What follows belongs to an exercise in optimizing a design on an open flow for small area, a short achievable clock period and few clock cycles per item; a production flow would make more cautious choices.
At most, simulation tests tie the RTL to the original design; equivalence was not proved.
Only the layout flow was run in run 1; the RTL was not checked for function there.
Power and IR drop assume default switching activity.

## flow/design.v (module list and top-level ports; edited modules follow where they fit)
// module fp32_mul: 1115 lines
// module rnd23: 11 lines
// module add8c: 4 lines
// module fa: 4 lines
// module fa1: 4 lines
// module ha: 4 lines
module fp32_mul (
    input  wire        clk,
    input  wire        rst,
    input  wire        in_valid,
    input  wire [31:0] op_a,
    input  wire [31:0] op_b,
    output reg         out_valid,
    output reg  [31:0] result
);
  // ...
==> flow/flow/run.sh <==
#!/bin/bash
# Layout flow: the standard ORFS flow (standard.sh, unchanged synthesis),
# with the port buffers made from a regular buffer cell rather than the
# delay-buffer cell that buffer_ports picks by default.
set -euo pipefail
cd "$(dirname "$0")/.."
bash standard.sh "BUFFER_PORTS_ARGS=-buffer_cell sky130_fd_sc_hd__buf_2" finish > flow_make.log 2>&1
==> flow/standard.sh <==
#!/bin/bash
# synth_recipe.tcl (not shown) runs the flow's synth.tcl, then flattens the netlist and writes it again
# the make line also repeats each setting of config.mk as NAME=value (left out here)
make -C /OpenROAD-flow-scripts/flow DESIGN_CONFIG=/design/flow/config.mk WORK_HOME=/design/flow/orfs CLKGATE_MAP_FILE= SYNTH_SCRIPT=/design/flow/synth_recipe.tcl "${@:-finish}"
==> flow/config.mk <==
export PLATFORM = sky130hd
export DESIGN_NAME = fp32_mul
export DESIGN_NICKNAME = fp32_mul
export VERILOG_FILES = /design/flow/design.v
export SDC_FILE = /design/flow/constraint.sdc
export NUM_CORES = 4
export LEC_CHECK = 0
export CAP_MARGIN = 20
export CORE_MARGIN = 2
export CORE_UTILIZATION = 60
export SLEW_MARGIN = 70
export SYNTH_HIERARCHICAL = 1
==> flow/constraint.sdc <==
create_clock -name core_clock -period 11.0 [get_ports {clk}]
set_input_delay 2.2000 -clock core_clock [delete_from_list [all_inputs] [get_ports {clk}]]
set_output_delay 2.2000 -clock core_clock [all_outputs]
set_load 0.01 [all_outputs]
==> impl_metrics.env, run 1 <==
export IMPL_tns_ps=0
export IMPL_final_area_um2=24400
export IMPL_ys_warn_count=7
export IMPL_p_comb_share_pct=62.5
export IMPL_max_freq_mhz=280
export IMPL_maxCapViolations=0
export IMPL_p_clk_share_pct=14.3
export IMPL_fin_crit_sh_pct=32.4
export IMPL_inverters_excl_clock=115
export IMPL_cp_depth=12
export IMPL_grtUsageMet3_pct=7.87
export IMPL_status="complete, no violations"
export IMPL_cp_required_ps=11480
export IMPL_dieHeight_um=197
export IMPL_worstHoldPathType="reg2reg"
export IMPL_utilization_pct=66.6
export IMPL_area_share_clock_buf_inv_pct=4.53
export IMPL_insertion_delay_ps=560
export IMPL_swShare_pct=43.3
export IMPL_cts_buffers_inserted=34
export IMPL_switchingPower_mw=3.37
export IMPL_min_period_ps=3570
export IMPL_powerSeq_mw=1.81
export IMPL_path_max_fanout=4
export IMPL_htreeDepth=2
export IMPL_placedCellCount=2602
export IMPL_start_util_pct=60.8
export IMPL_top_register="rq"
export IMPL_numPortBuffers=99
export IMPL_p_int_mw=4.42
export IMPL_power_clock_mw=1.11
export IMPL_drtAntennaViolNets=0
==> inputs of run 2 (changes only) <==
--- a/flow/design.v
+++ b/flow/design.v
@@ -4,66 +4,65 @@
     input  wire        in_valid,
     input  wire [31:0] op_a,
     input  wire [31:0] op_b,
     output reg         out_valid,
     output reg  [31:0] result
 );
   wire [7:0]  ea = op_a[30:23];
   wire [7:0]  eb = op_b[30:23];
-  wire [22:0] fa = op_a[22:0];
   wire [22:0] fb = op_b[22:0];
   wire a_zero = (ea == 8'h00);
   wire b_zero = (eb == 8'h00);
   wire a_emax = (ea == 8'hFF);
   wire b_emax = (eb == 8'hFF);
-  wire a_nan = a_emax & (|fa);
-  wire b_nan = b_emax & (|fb);
-  wire any_nan = a_nan | b_nan;
-  wire any_zero = a_zero | b_zero;
-  wire any_inf = (a_emax & ~(|fa)) | (b_emax & ~(|fb));
   wire special = a_zero | b_zero | a_emax | b_emax;
-  wire zinf = ~any_nan & any_zero & any_inf;
-  wire s0 = any_nan ? op_a[31] : zinf ? 1'b1 : (op_a[31] ^ op_b[31]);
-  wire kill0 = special & ~any_nan;
   wire [22:0] fb0 = special ? 23'd0 : fb;
   wire [25:0] bx = {2'b01, fb0, 1'b0};
   wire [11:0] one0, two0, neg0;
   genvar gi;
   generate
     for (gi = 0; gi < 12; gi = gi + 1) begin : g_booth
       assign one0[gi] = bx[2*gi+1] ^ bx[2*gi];
       assign two0[gi] = (bx[2*gi+2] & ~bx[2*gi+1] & ~bx[2*gi]) |
                         (~bx[2*gi+2] & bx[2*gi+1] & bx[2*gi]);
       assign neg0[gi] = bx[2*gi+2] & ~(bx[2*gi+1] & bx[2*gi]);
     end
   endgenerate
-  reg        v1, s1, q1, kill1, nan1, zero1, inf1;
+  reg        v1, sa1, sb1, az1, bz1, am1, bm1, fbnz1;
   reg [7:0]  ea1, eb1;
   reg [22:0] fa1;
   reg [11:0] one1, two1, neg1;
   always @(posedge clk) begin
     if (rst) v1 <= 1'b0; else v1 <= in_valid;
-    s1 <= s0;
-    q1 <= any_nan | zinf;
-    nan1 <= any_nan;
-    zero1 <= any_zero;
-    inf1 <= any_inf;
+    sa1 <= op_a[31];
+    sb1 <= op_b[31];
+    az1 <= a_zero;
+    bz1 <= b_zero;
+    am1 <= a_emax;
+    bm1 <= b_emax;
+    fbnz1 <= |fb;
     ea1 <= ea;
     eb1 <= eb;
-    fa1 <= fa;
-    kill1 <= kill0;
+    fa1 <= op_a[22:0];
     one1 <= one0;
     two1 <= two0;
     neg1 <= neg0;
   end
+  wire any_nan = (am1 & (|fa1)) | (bm1 & fbnz1);
+  wire any_zero = az1 | bz1;
+  wire any_inf = (am1 & ~(|fa1)) | (bm1 & ~fbnz1);
+  wire zinf = ~any_nan & any_zero & any_inf;
+  wire s1 = any_nan ? sa1 : zinf ? 1'b1 : (sa1 ^ sb1);
+  wire q1 = any_nan | zinf;
+  wire kill1 = (any_zero | any_inf) & ~any_nan;
   wire [7:0] esum;
   add8c u_eadd (.a(ea1), .b(eb1), .s(esum));
-  wire [7:0] e1 = nan1 ? ea1 : zero1 ? (inf1 ? 8'hFF : 8'h00) :
-                  inf1 ? 8'hFF : {~esum[7], esum[6:0]};
+  wire [7:0] e1 = any_nan ? ea1 : any_zero ? (any_inf ? 8'hFF : 8'h00) :
+                  any_inf ? 8'hFF : {~esum[7], esum[6:0]};
   wire [24:0] am = {1'b1, fa1, 1'b0};   
   wire [24:0] bp0;
   wire [24:0] bp1;
   wire [24:0] bp2;
   wire [24:0] bp3;
   wire [24:0] bp4;
   wire [24:0] bp5;
   wire [24:0] bp6;
@@ -1081,38 +1080,40 @@
   assign z372 = (fs231 ^ fc230) ^ (fs230 | fc229);
   assign z373 = (fs232 ^ fc231) ^ (fs231 | fc230);
   assign z374 = (fs233 ^ fc232) ^ (fs232 | fc231);
   assign z375 = (fs234 ^ fc233) ^ (fs233 | fc232);
   assign z376 = (fs235 ^ fc234) ^ (fs234 | fc233);
   assign z377 = (fs236 ^ fc235) ^ (fs235 | fc234);
   assign z378 = (fs237 ^ fc236) ^ (fs236 | fc235);
   wire sticky = z357 | z358 | z359 | z360 | z361 | z362 | z363 | z364 | z365 | z366 | z367 | z368 | z369 | z370 | z371 | z372 | z373 | z374 | z375 | z376 | z377 | z378;
-  reg        v3, s3, q3, st3;
+  reg        v3, s3, q3, st3, kill3;
   reg [7:0]  e3;
   reg [25:0] h3;
   always @(posedge clk) begin
     if (rst) v3 <= 1'b0; else v3 <= v2;
     s3 <= s2;
     q3 <= q2;
+    kill3 <= kill2;
     e3 <= e2;
-    st3 <= sticky & ~kill2;
-    h3 <= kill2 ? 26'd0 : h;
+    st3 <= sticky;
+    h3 <= h;
   end
   wire [22:0] f0 = h3[23:1];
   wire [22:0] f1 = h3[24:2];
   wire i0 = h3[0] & (st3 | h3[1]);
   wire i1 = h3[1] & (st3 | h3[2]);
   wire [22:0] r0, r1;
   rnd23 u_r0 (.f(f0), .inc(i0), .r(r0));
   rnd23 u_r1 (.f(f1), .inc(i1), .r(r1));
   wire p47 = h3[25];
   wire [22:0] rnd = p47 ? r1 : r0;
   wire [7:0] eo = e3 + {7'd0, p47};
-  wire [31:0] res = {s3, eo, rnd[22] | q3, rnd[21:0]};
+  wire [22:0] fo = kill3 ? 23'd0 : rnd;
+  wire [31:0] res = {s3, eo, fo[22] | q3, fo[21:0]};
   always @(posedge clk) begin
     if (rst) out_valid <= 1'b0; else out_valid <= v3;
     result <= res;
   end
 endmodule
 module rnd23 (input wire [22:0] f, input wire inc, output wire [22:0] r);
   wire [23:0] t;   
   assign t[0] = 1'b1;
==> flow/config.mk (replaced) <==
export PLATFORM = sky130hd
export DESIGN_NAME = fp32_mul
export DESIGN_NICKNAME = fp32_mul
export VERILOG_FILES = /design/flow/design.v
export SDC_FILE = /design/flow/constraint.sdc
export NUM_CORES = 4
export LEC_CHECK = 0
export CAP_MARGIN = 20
export CORE_MARGIN = 2
export CORE_UTILIZATION = 60
export CTS_CLUSTER_DIAMETER = 60
export CTS_CLUSTER_SIZE = 30
export SLEW_MARGIN = 70
export SYNTH_HIERARCHICAL = 1
==> impl_metrics.env, run 2 <==
export IMPL_firstDrtPassIters=6
export IMPL_gp_congestion=0.862
export IMPL_timing_hold_ws_ps=322
export IMPL_dieArea_um2=38700
export IMPL_rows=70
export IMPL_maxCapViolations=0
export IMPL_dpl_cell_area_um2=23200
export IMPL_grt_max_degree=30
export IMPL_avgSynthCellArea_um2=10.5
export IMPL_dieHeight_um=197
export IMPL_multi_input_area_um2=15100
export IMPL_drtAntennaViolNets=0
export IMPL_swShare_pct=44.8
export IMPL_power_density_nw_per_um2=326
export IMPL_numPortBuffers=99
export IMPL_grt_remaining_overflow=0
export IMPL_p_clk_share_pct=14.9
export IMPL_postCtsSetupBuffers=0
export IMPL_reg_largest_list="rq (137), result (32), h3 (26)"
export IMPL_grt_usage_pct=32.3
export IMPL_rsz0062_at_grt="false"
export IMPL_clkTransAtPathRegs_ps=90
export IMPL_grt_pass1_vias=17600
export IMPL_cts_buffers_inserted=31
export IMPL_htreeDepth=1
export IMPL_tightest_slew_ps=457
export IMPL_critPathLaunchType="register"
export IMPL_core_area_um2=36600
export IMPL_clockBufferDepth=3
export IMPL_worstHoldPathType="reg2reg"
export IMPL_drive_above_1_share_pct=11.7
export IMPL_hold_violations=0
export IMPL_switchingPower_mw=3.57
export IMPL_dpl_hpwl_um=39900
export IMPL_path_max_fanout=9
export IMPL_max_freq_mhz=283
export IMPL_cts_root_buf="clkbuf_16"
export IMPL_area_growth_pct=9.53
export IMPL_drc_errors=0
export IMPL_crit_path_start="rq[38]"
export IMPL_leakagePower_nw=9.99
export IMPL_drt_iter0_drc=1684
export IMPL_crit_end="h3[19]"
export IMPL_setup_violations=0
export IMPL_syn_cell_area_um2=22300
export IMPL_routed_via_count=16500
export IMPL_insertion_delay_ps=610
export IMPL_layout_common_cells="328 x xnor2_1, 297 x dfxtp_1, 264 x a22oi_1"
export IMPL_top_register="rq"
export IMPL_synth_nets=2587
export IMPL_ys_warn_count=7
export IMPL_finalMaxSlewViolations=0
export IMPL_finalNonFillerCells=2639
export IMPL_power_frac_seq_pct=23.0
export IMPL_finClkSkew_ps=32.8
export IMPL_routed_wl_um=61200
export IMPL_fin_crit_sh_pct=32.1
export IMPL_die_x_um=197
export IMPL_p_comb_share_pct=62.0
export IMPL_rrSetupSlack_ps=7470
export IMPL_slew_headroom_pct=69.5
export IMPL_grt_pass1_wl_um=97000
export IMPL_end_kind="register"
export IMPL_min_period_ps=3530
export IMPL_hp_start="e2[5]"
export IMPL_ioPinCount=100
export IMPL_rr_endpoint="h3[19]"
export IMPL_tns_ps=0
export IMPL_n_fill_cell=2927
export IMPL_cts_repair_resized=0
export IMPL_viasPerCell=6.27
export IMPL_n_antenna_cell=0
export IMPL_reg2reg_depth=11
export IMPL_status="complete, no violations"
export IMPL_antenna_found_initial=1
export IMPL_start_util_pct=61.0
export IMPL_final_common_cell="xnor2_1"
export IMPL_cp_required_ps=11520
export IMPL_largest_reg_flops=137
export IMPL_cts_sinks=304
export IMPL_worstReg2RegStart="rq[38]"
export IMPL_p_total_mw=7.96
export IMPL_cts_tree="built"
export IMPL_path_class="reg2reg"
export IMPL_synthCells=2134
export IMPL_register_area_um2=6100
export IMPL_final_area_um2=24400
export IMPL_vdd_ir_drop_max_v=0.000224
export IMPL_postCtsHoldBufs=0
export IMPL_fin_nets=2600
export IMPL_avgRoutedWirePerCell_um=23.2
export IMPL_p_int_mw=4.39
export IMPL_crit_arrival_ps=4050
export IMPL_placedCellCount=2581
-- run 2: through the flow --
stage | worst slack (ps) | util, %
2_1_floorplan | 7370 | -
3_3_place_gp | 7090 | 63.1
3_5_place_dp | 7110 | 63.4
4_1_cts | 7460 | 66.6
5_1_grt | 7200 | 66.8
6_report | 7470 | 66.8
-- run 2: cell type report --
cell class                      instances  share of cell area [%]
Sequential cell                       304                    25.0
Clock buffer                           36                    3.37
Inverter                              113                    1.74
Timing Repair Buffer                  160                    4.18
Clock inverter                         21                    1.44
Multi-Input combinational cell       1537                    61.9
Tap cell                              468                    2.40
-- run 2: routing by layer --
metal	vias up	GRT usage (%)	wire (um)
li1	7295	-	-
met1	8156	43.9	25100
met2	912	51.0	27500
met3	178	8.13	6840
met4	2	10.2	1780
met5	-	0	12
-- run 2: worst max-delay path, stage by stage (launching register included) --
cell	delay, ps
dfxtp_1	320
fa_1	560
inv_1	50
ha_1	340
and4_1	290
a221oi_2	380
a21oi_2	170
o2111ai_2	300
a21boi_1	130
o21a_1	300
or4b_1	500
o311ai_1	100
-- run 2: worst min path at each step --
stage	to	slack [ps]	cells after the start
floorplan	e3[0]	310	0
global placement	result[31]	310	0
detailed placement	e3[0]	310	0
CTS	e3[5]	320	0
global route	e3[5]	340	0
finish	e3[5]	320	0
-- run 2: power groups by stage --
stage                     Clock [mW]  Combinational, mW  Sequential (mW)
after CTS                       1.21               4.92             1.83
final                           1.19               4.94             1.83
after global placement             0               4.69             1.84
after floorplan                    0               3.51             1.81
after detailed placement           0               4.85             1.85
after global routing            1.25               5.57             1.88
Testbench counts of run 2, summed over its fixed seeds: cycles 16,024, items 16,000.
==> inputs of run 3 (changes only) <==
--- a/flow/config.mk
+++ b/flow/config.mk
@@ -9,6 +9,4 @@
 export CORE_MARGIN = 2
 export CORE_UTILIZATION = 60
-export CTS_CLUSTER_DIAMETER = 60
-export CTS_CLUSTER_SIZE = 30
 export SLEW_MARGIN = 70
 export SYNTH_HIERARCHICAL = 1
==> impl_metrics.env, run 3 <==
export IMPL_reg_largest_list="rq (137), result (32), h3 (26)"
export IMPL_multi_input_area_um2=15100
export IMPL_fin_nets=2606
export IMPL_dieArea_um2=38700
export IMPL_hold_violations=0
export IMPL_hold_end="e3[3]"
export IMPL_cts_repair_resized=0
export IMPL_critPathLaunchType="register"
export IMPL_postCtsSetupBuffers=0
export IMPL_drt_iter0_drc=1600
export IMPL_avgSynthCellArea_um2=10.5
export IMPL_cp_required_ps=11480
export IMPL_fin_crit_sh_pct=32.2
export IMPL_top_register="rq"
export IMPL_leakagePower_nw=10.0
export IMPL_switchingPower_mw=3.50
export IMPL_grt_usage_pct=32.7
export IMPL_cts_buffers_inserted=37
export IMPL_core_area_um2=36600
export IMPL_grt_remaining_overflow=0
export IMPL_cts_sinks=304
export IMPL_p_int_mw=4.48
export IMPL_power_frac_seq_pct=22.9
export IMPL_ioPinCount=100
export IMPL_antenna_found_initial=1
export IMPL_routed_wl_um=61500
export IMPL_tightest_slew_ps=472
export IMPL_maxCapViolations=0
export IMPL_cts_tree="built"
export IMPL_dieHeight_um=197
export IMPL_grt_max_degree=30
export IMPL_dpl_hpwl_um=39900
export IMPL_n_fill_cell=2914
export IMPL_drc_errors=0
export IMPL_path_class="reg2reg"
export IMPL_synthCells=2134
export IMPL_insertion_delay_ps=580
export IMPL_register_area_um2=6100
export IMPL_status="complete, no violations"
export IMPL_setup_violations=0
export IMPL_viasPerCell=6.23
export IMPL_p_comb_share_pct=61.5
export IMPL_p_clk_share_pct=15.5
export IMPL_reg2reg_depth=11
export IMPL_grt_pass1_wl_um=97200
export IMPL_max_freq_mhz=282
export IMPL_drive_above_1_share_pct=11.7
export IMPL_layout_common_cells="328 x xnor2_1, 297 x dfxtp_1, 264 x a22oi_1"
export IMPL_firstDrtPassIters=6
export IMPL_path_max_fanout=9
export IMPL_synth_nets=2587
export IMPL_crit_arrival_ps=4020
export IMPL_hp_start="e2[3]"
export IMPL_grt_pass1_vias=17700
export IMPL_clockBufferDepth=3
export IMPL_die_x_um=197
export IMPL_largest_reg_flops=137
export IMPL_drtAntennaViolNets=0
export IMPL_vdd_ir_drop_max_v=0.000185
export IMPL_tns_ps=0
export IMPL_finClkSkew_ps=22.1
export IMPL_rows=70
export IMPL_hold_path_cell_count=0
export IMPL_area_growth_pct=9.80
export IMPL_power_density_nw_per_um2=326
export IMPL_routed_via_count=16500
export IMPL_cts_root_buf="clkbuf_16"
export IMPL_postCtsHoldBufs=0
export IMPL_htreeDepth=2
export IMPL_end_kind="register"
export IMPL_rrSetupSlack_ps=7460
export IMPL_syn_cell_area_um2=22300
export IMPL_numPortBuffers=99
export IMPL_worstHoldPathType="reg2reg"
export IMPL_worstReg2RegStart="rq[38]"
export IMPL_finalMaxSlewViolations=0
export IMPL_slew_headroom_pct=68.6
export IMPL_start_util_pct=61.0
export IMPL_gp_congestion=0.862
export IMPL_timing_hold_ws_ps=325
export IMPL_clkTransAtPathRegs_ps=50
export IMPL_crit_path_start="rq[38]"
export IMPL_final_common_cell="xnor2_1"
export IMPL_ys_warn_count=7
export IMPL_swShare_pct=43.9
export IMPL_rr_endpoint="h3[19]"
export IMPL_avgRoutedWirePerCell_um=23.3
export IMPL_rsz0062_at_grt="false"
export IMPL_min_period_ps=3540
## run 3: cell types whose count changed in the layout (fill, tap and decap cells not counted)
cell | before | now
inv_16 | 8 | 1
clkbuf_16 | 31 | 37
clkbuf_1 | 2 | 6
clkinv_2 | 2 | 6
clkinv_4 | 2 | 0
clkinv_8 | 3 | 1
clkinvlp_4 | 1 | 3
inv_6 | 2 | 0
bufinv_16 | 3 | 4
clkbuf_8 | 4 | 5
clkinv_16 | 0 | 1
diode_2 | 0 | 1
xor2_1 | 34 | 35
xor2_2 | 2 | 1
## run 3: cell type report
class                           count  area share [%]
Timing Repair Buffer              160            4.17
Clock buffer                       47            4.10
Sequential cell                   304            24.9
Antenna cell                        1          0.0102
Clock inverter                     16           0.975
Inverter                          113            1.73
Tap cell                          468            2.39
Multi-Input combinational cell   1537            61.7
## run 3: metrics by stage
step	cell area [um2]	utilization, %	power, mW	instances	setup WS (ps)
floorplan	22300	-	5.32	2134	7370
global placement	23100	63.1	6.53	2578	7090
detailed placement	23200	63.4	6.71	2581	7110
CTS	24400	66.7	8.01	2644	7470
global route	24500	66.9	8.73	2645	7230
finish	24500	66.9	7.98	2646	7460
## run 3: worst max-delay path: stages (launching register included)
cell and delay (ps):
dfxtp_1 310, fa_1 560, inv_1 50, ha_1 340
and4_1 280, a221oi_2 380, a21oi_2 180, o2111ai_2 290
a21boi_1 120, o21a_1 300, or4b_1 500, o311ai_1 100
## run 3: how the worst max path moves through the flow
stage | end | slack [ps] | cells past startpoint
6_report | h3[19] | 7460 | 11
5_1_grt | h3[25] | 7230 | 12
4_1_cts | h3[19] | 7470 | 11
3_5_place_dp | one1[1] | 7110 | 6
3_3_place_gp | one1[1] | 7090 | 6
2_1_floorplan | one1[2] | 7370 | 7
## run 3: power groups by stage
stage	Combinational, mW	Sequential (mW)	Clock [mW]
2_1_floorplan	3.51	1.81	0
5_1_grt	5.54	1.88	1.32
4_1_cts	4.91	1.83	1.26
6_report	4.91	1.83	1.24
3_5_place_dp	4.85	1.85	0
3_3_place_gp	4.69	1.84	0
## run 3: per-layer routing
layer | vias up | global-route usage, % | wire length, um
met1 | 8141 | 44.3 | 25500
met3 | 155 | 8.18 | 6550
met2 | 886 | 50.3 | 27500
li1 | 7302 | - | -
met4 | 0 | 13.2 | 1970
met5 | - | 0 | 0
==> inputs of run 4 (changes only) <==
--- a/flow/config.mk
+++ b/flow/config.mk
@@ -9,4 +9,6 @@
 export CORE_MARGIN = 2
 export CORE_UTILIZATION = 60
+export CTS_CLUSTER_DIAMETER = 120
+export CTS_CLUSTER_SIZE = 25
 export SLEW_MARGIN = 70
 export SYNTH_HIERARCHICAL = 1
==> impl_metrics.env, run 4 <==
export IMPL_n_fill_cell=3020
export IMPL_maxCapViolations=0
export IMPL_n_antenna_cell=0
export IMPL_fin_crit_sh_pct=32.5
export IMPL_path_class="reg2reg"
export IMPL_avgSynthCellArea_um2=10.5
export IMPL_grt_usage_pct=31.8
export IMPL_setup_violations=0
export IMPL_clockBufferDepth=3
export IMPL_reg2reg_depth=12
export IMPL_ioPinCount=100
export IMPL_min_period_ps=3580
export IMPL_cp_top_family="compound AO/OA/AOI/OAI gates"
export IMPL_fin_ws_ps=7420
export IMPL_grt_pass1_vias=17400
export IMPL_cts_buffers_inserted=16
export IMPL_fin_nets=2586
export IMPL_p_comb_share_pct=66.4
export IMPL_finalMaxSlewViolations=0
export IMPL_worstReg2RegStart="rq[26]"
export IMPL_power_frac_seq_pct=24.9
export IMPL_layout_common_cells="328 x xnor2_1, 297 x dfxtp_1, 264 x a22oi_1"
export IMPL_slew_headroom_pct=69.6
export IMPL_grt_remaining_overflow=0
export IMPL_routed_via_count=16400
export IMPL_tns_ps=0
export IMPL_swShare_pct=45.6
export IMPL_numPortBuffers=99
export IMPL_firstDrtPassIters=8
export IMPL_largest_reg_flops=137
export IMPL_start_util_pct=61.0
export IMPL_rsz0062_at_grt="false"
export IMPL_hp_start="e2[2]"
export IMPL_drc_errors=0
export IMPL_top_register="rq"
export IMPL_worstHoldPathType="reg2reg"
export IMPL_dieHeight_um=197
export IMPL_crit_arrival_ps=4030
export IMPL_postCtsSetupBuffers=0
export IMPL_max_freq_mhz=279
export IMPL_hold_path_cell_count=0
export IMPL_synth_nets=2587
export IMPL_cts_tree="built"
export IMPL_dieArea_um2=38700
export IMPL_p_int_mw=3.99
export IMPL_place_ws_ps=7110
export IMPL_hold_violations=0
export IMPL_grt_max_degree=30
export IMPL_path_max_fanout=9
export IMPL_end_kind="register"
export IMPL_clkTransAtPathRegs_ps=110
export IMPL_hold_end="e3[2]"
export IMPL_path_cells="fa_1, inv_1, ha_1, a21oi_1, o21ai_0, a221oi_2, a21oi_2, o2111ai_2, a21boi_1, o21a_1, or4b_1, o311ai_1"
export IMPL_tightest_slew_ps=453
export IMPL_status="complete, no violations"
export IMPL_insertion_delay_ps=550
export IMPL_core_area_um2=36600
export IMPL_cts_repair_resized=0
export IMPL_p_clk_share_pct=8.7
export IMPL_die_x_um=197
export IMPL_slowest_stage="fa_1"
export IMPL_ys_warn_count=7
export IMPL_critPathBufInv=1
export IMPL_avgRoutedWirePerCell_um=23.1
export IMPL_rrSetupSlack_ps=7420
export IMPL_rows=70
export IMPL_routed_wl_um=60100
export IMPL_htreeDepth=1
export IMPL_vdd_ir_drop_max_v=0.000177
export IMPL_cts_root_buf="clkbuf_16"
export IMPL_reg_largest_list="rq (137), result (32), h3 (26)"
export IMPL_finClkSkew_ps=42.0
export IMPL_grt_pass1_wl_um=95400
export IMPL_critPathLaunchType="register"
export IMPL_leakagePower_nw=9.64
export IMPL_final_common_cell="xnor2_1"
export IMPL_max_stage_delay_ps=570
export IMPL_area_growth_pct=6.35
export IMPL_dpl_hpwl_um=39900
export IMPL_synthCells=2134
export IMPL_switchingPower_mw=3.35
export IMPL_drt_iter0_drc=1629
export IMPL_cp_required_ps=11450
export IMPL_drive_above_1_share_pct=10.1
export IMPL_gp_congestion=0.862
export IMPL_cts_sinks=304
export IMPL_drtAntennaViolNets=0
export IMPL_syn_cell_area_um2=22300
export IMPL_power_density_nw_per_um2=309
export IMPL_antenna_found_initial=1
export IMPL_viasPerCell=6.29
export IMPL_postCtsHoldBufs=0
export IMPL_rr_endpoint="h3[19]"
run 4: changes by cell type in the layout (fill, tap and decap cells not counted), sizes merged:
cell / delta
buf: +1
bufinv: -4
clkbuf: -30
clkinv: -6
clkinvlp: -3
diode: -1
run 4: stage by stage:
| stage | utilization, % | cell area [um2] | instances | power (mW) | hold WS (ps) |
|---|---|---|---|---|---|
| floorplan | - | 22300 | 2134 | 5.32 | 310 |
| global placement | 63.1 | 23100 | 2578 | 6.53 | 310 |
| detailed placement | 63.4 | 23200 | 2581 | 6.71 | 312 |
| CTS | 64.6 | 23600 | 2601 | 7.37 | 324 |
| global route | 64.8 | 23700 | 2603 | 8.10 | 337 |
| finish | 64.8 | 23700 | 2603 | 7.34 | 324 |
run 4: how the worst max path moves through the flow:
stage	startpoint	endpoint	slack [ps]	depth (start not counted)
floorplan	op_a[23]	one1[2]	7370	7
global placement	op_a[23]	one1[1]	7090	6
detailed placement	op_a[23]	one1[1]	7110	6
CTS	rq[26]	h3[19]	7440	12
global route	rq[56]	h3[25]	7190	12
finish	rq[26]	h3[19]	7420	12
run 4: worst register-to-register path, cell delays in order (launching register included):
cell,delay [ps]
dfxtp_1,330
fa_1,570
inv_1,50
ha_1,310
a21oi_1,130
o21ai_0,150
a221oi_2,420
a21oi_2,180
o2111ai_2,310
a21boi_1,130
o21a_1,300
or4b_1,500
o311ai_1,100
run 4: per-layer routing:
layer	share of wire, %	global-route usage (%)
met5	0.083	1.02
met3	10	7.29
met4	2.9	9.55
met1	42	44.0
met2	45	49.9
run 4: power by group through the flow:
stage,Combinational (mW),Clock (mW),Sequential [mW]
detailed placement,4.85,0,1.85
finish,4.88,0.639,1.83
global route,5.53,0.700,1.87
global placement,4.69,0,1.84
floorplan,3.51,0,1.81
CTS,4.88,0.659,1.83
run 4: layout make-up:
class                      instances  area, um2  share of cell area (%)
clock buffer                      17        404                    1.70
clock inverter                     3       41.3                   0.174
inverter                         113        424                    1.79
multi-input combinational       1537      15100                    63.7
sequential                       304       6100                    25.7
tap                              468        586                    2.47
timing repair buffer             161       1050                    4.43

port drivers added, routing unchanged:
The results above use ideal ports. As a check the final layouts listed here were re-extracted and re-timed, cells and wires unchanged.
Step 1 sets driving cells, clkbuf_16 on the clock port and buf_2 on the other inputs (assumed; they add their load-dependent delay and slew).
Step 2 times the ports against the registers' clock, not the clock port: input delays grow and output delays shrink by t, the midpoint of the rising clock arrivals with the driver on.
a / b / c = no drivers / after step 1 / after step 2; a / b = the first two.
run | shift t [ns] | slack for setup (ns) | latest minus earliest clock arrival (ns) | worst slew at a driven data input, ns | pins driven straight from the clock port
run 1 | 0.607 | 7.433 / 7.433 / 7.022 | 0.027 / 0.027 | 0.06 | 1
run 2 | 0.649 | 7.471 / 7.471 / 7.178 | 0.033 / 0.033 | 0.05 | 1
run 3 | 0.623 | 7.460 / 7.460 / 7.159 | 0.023 / 0.023 | 0.04 | 1
run 4 | 0.587 | 7.421 / 7.421 / 7.189 | 0.042 / 0.042 | 0.04 | 1
After both steps setup and hold are still met in every run listed. The setup slack of run 1, which loses most, moves by 0.000 ns with the drivers and by -0.411 ns with both steps.
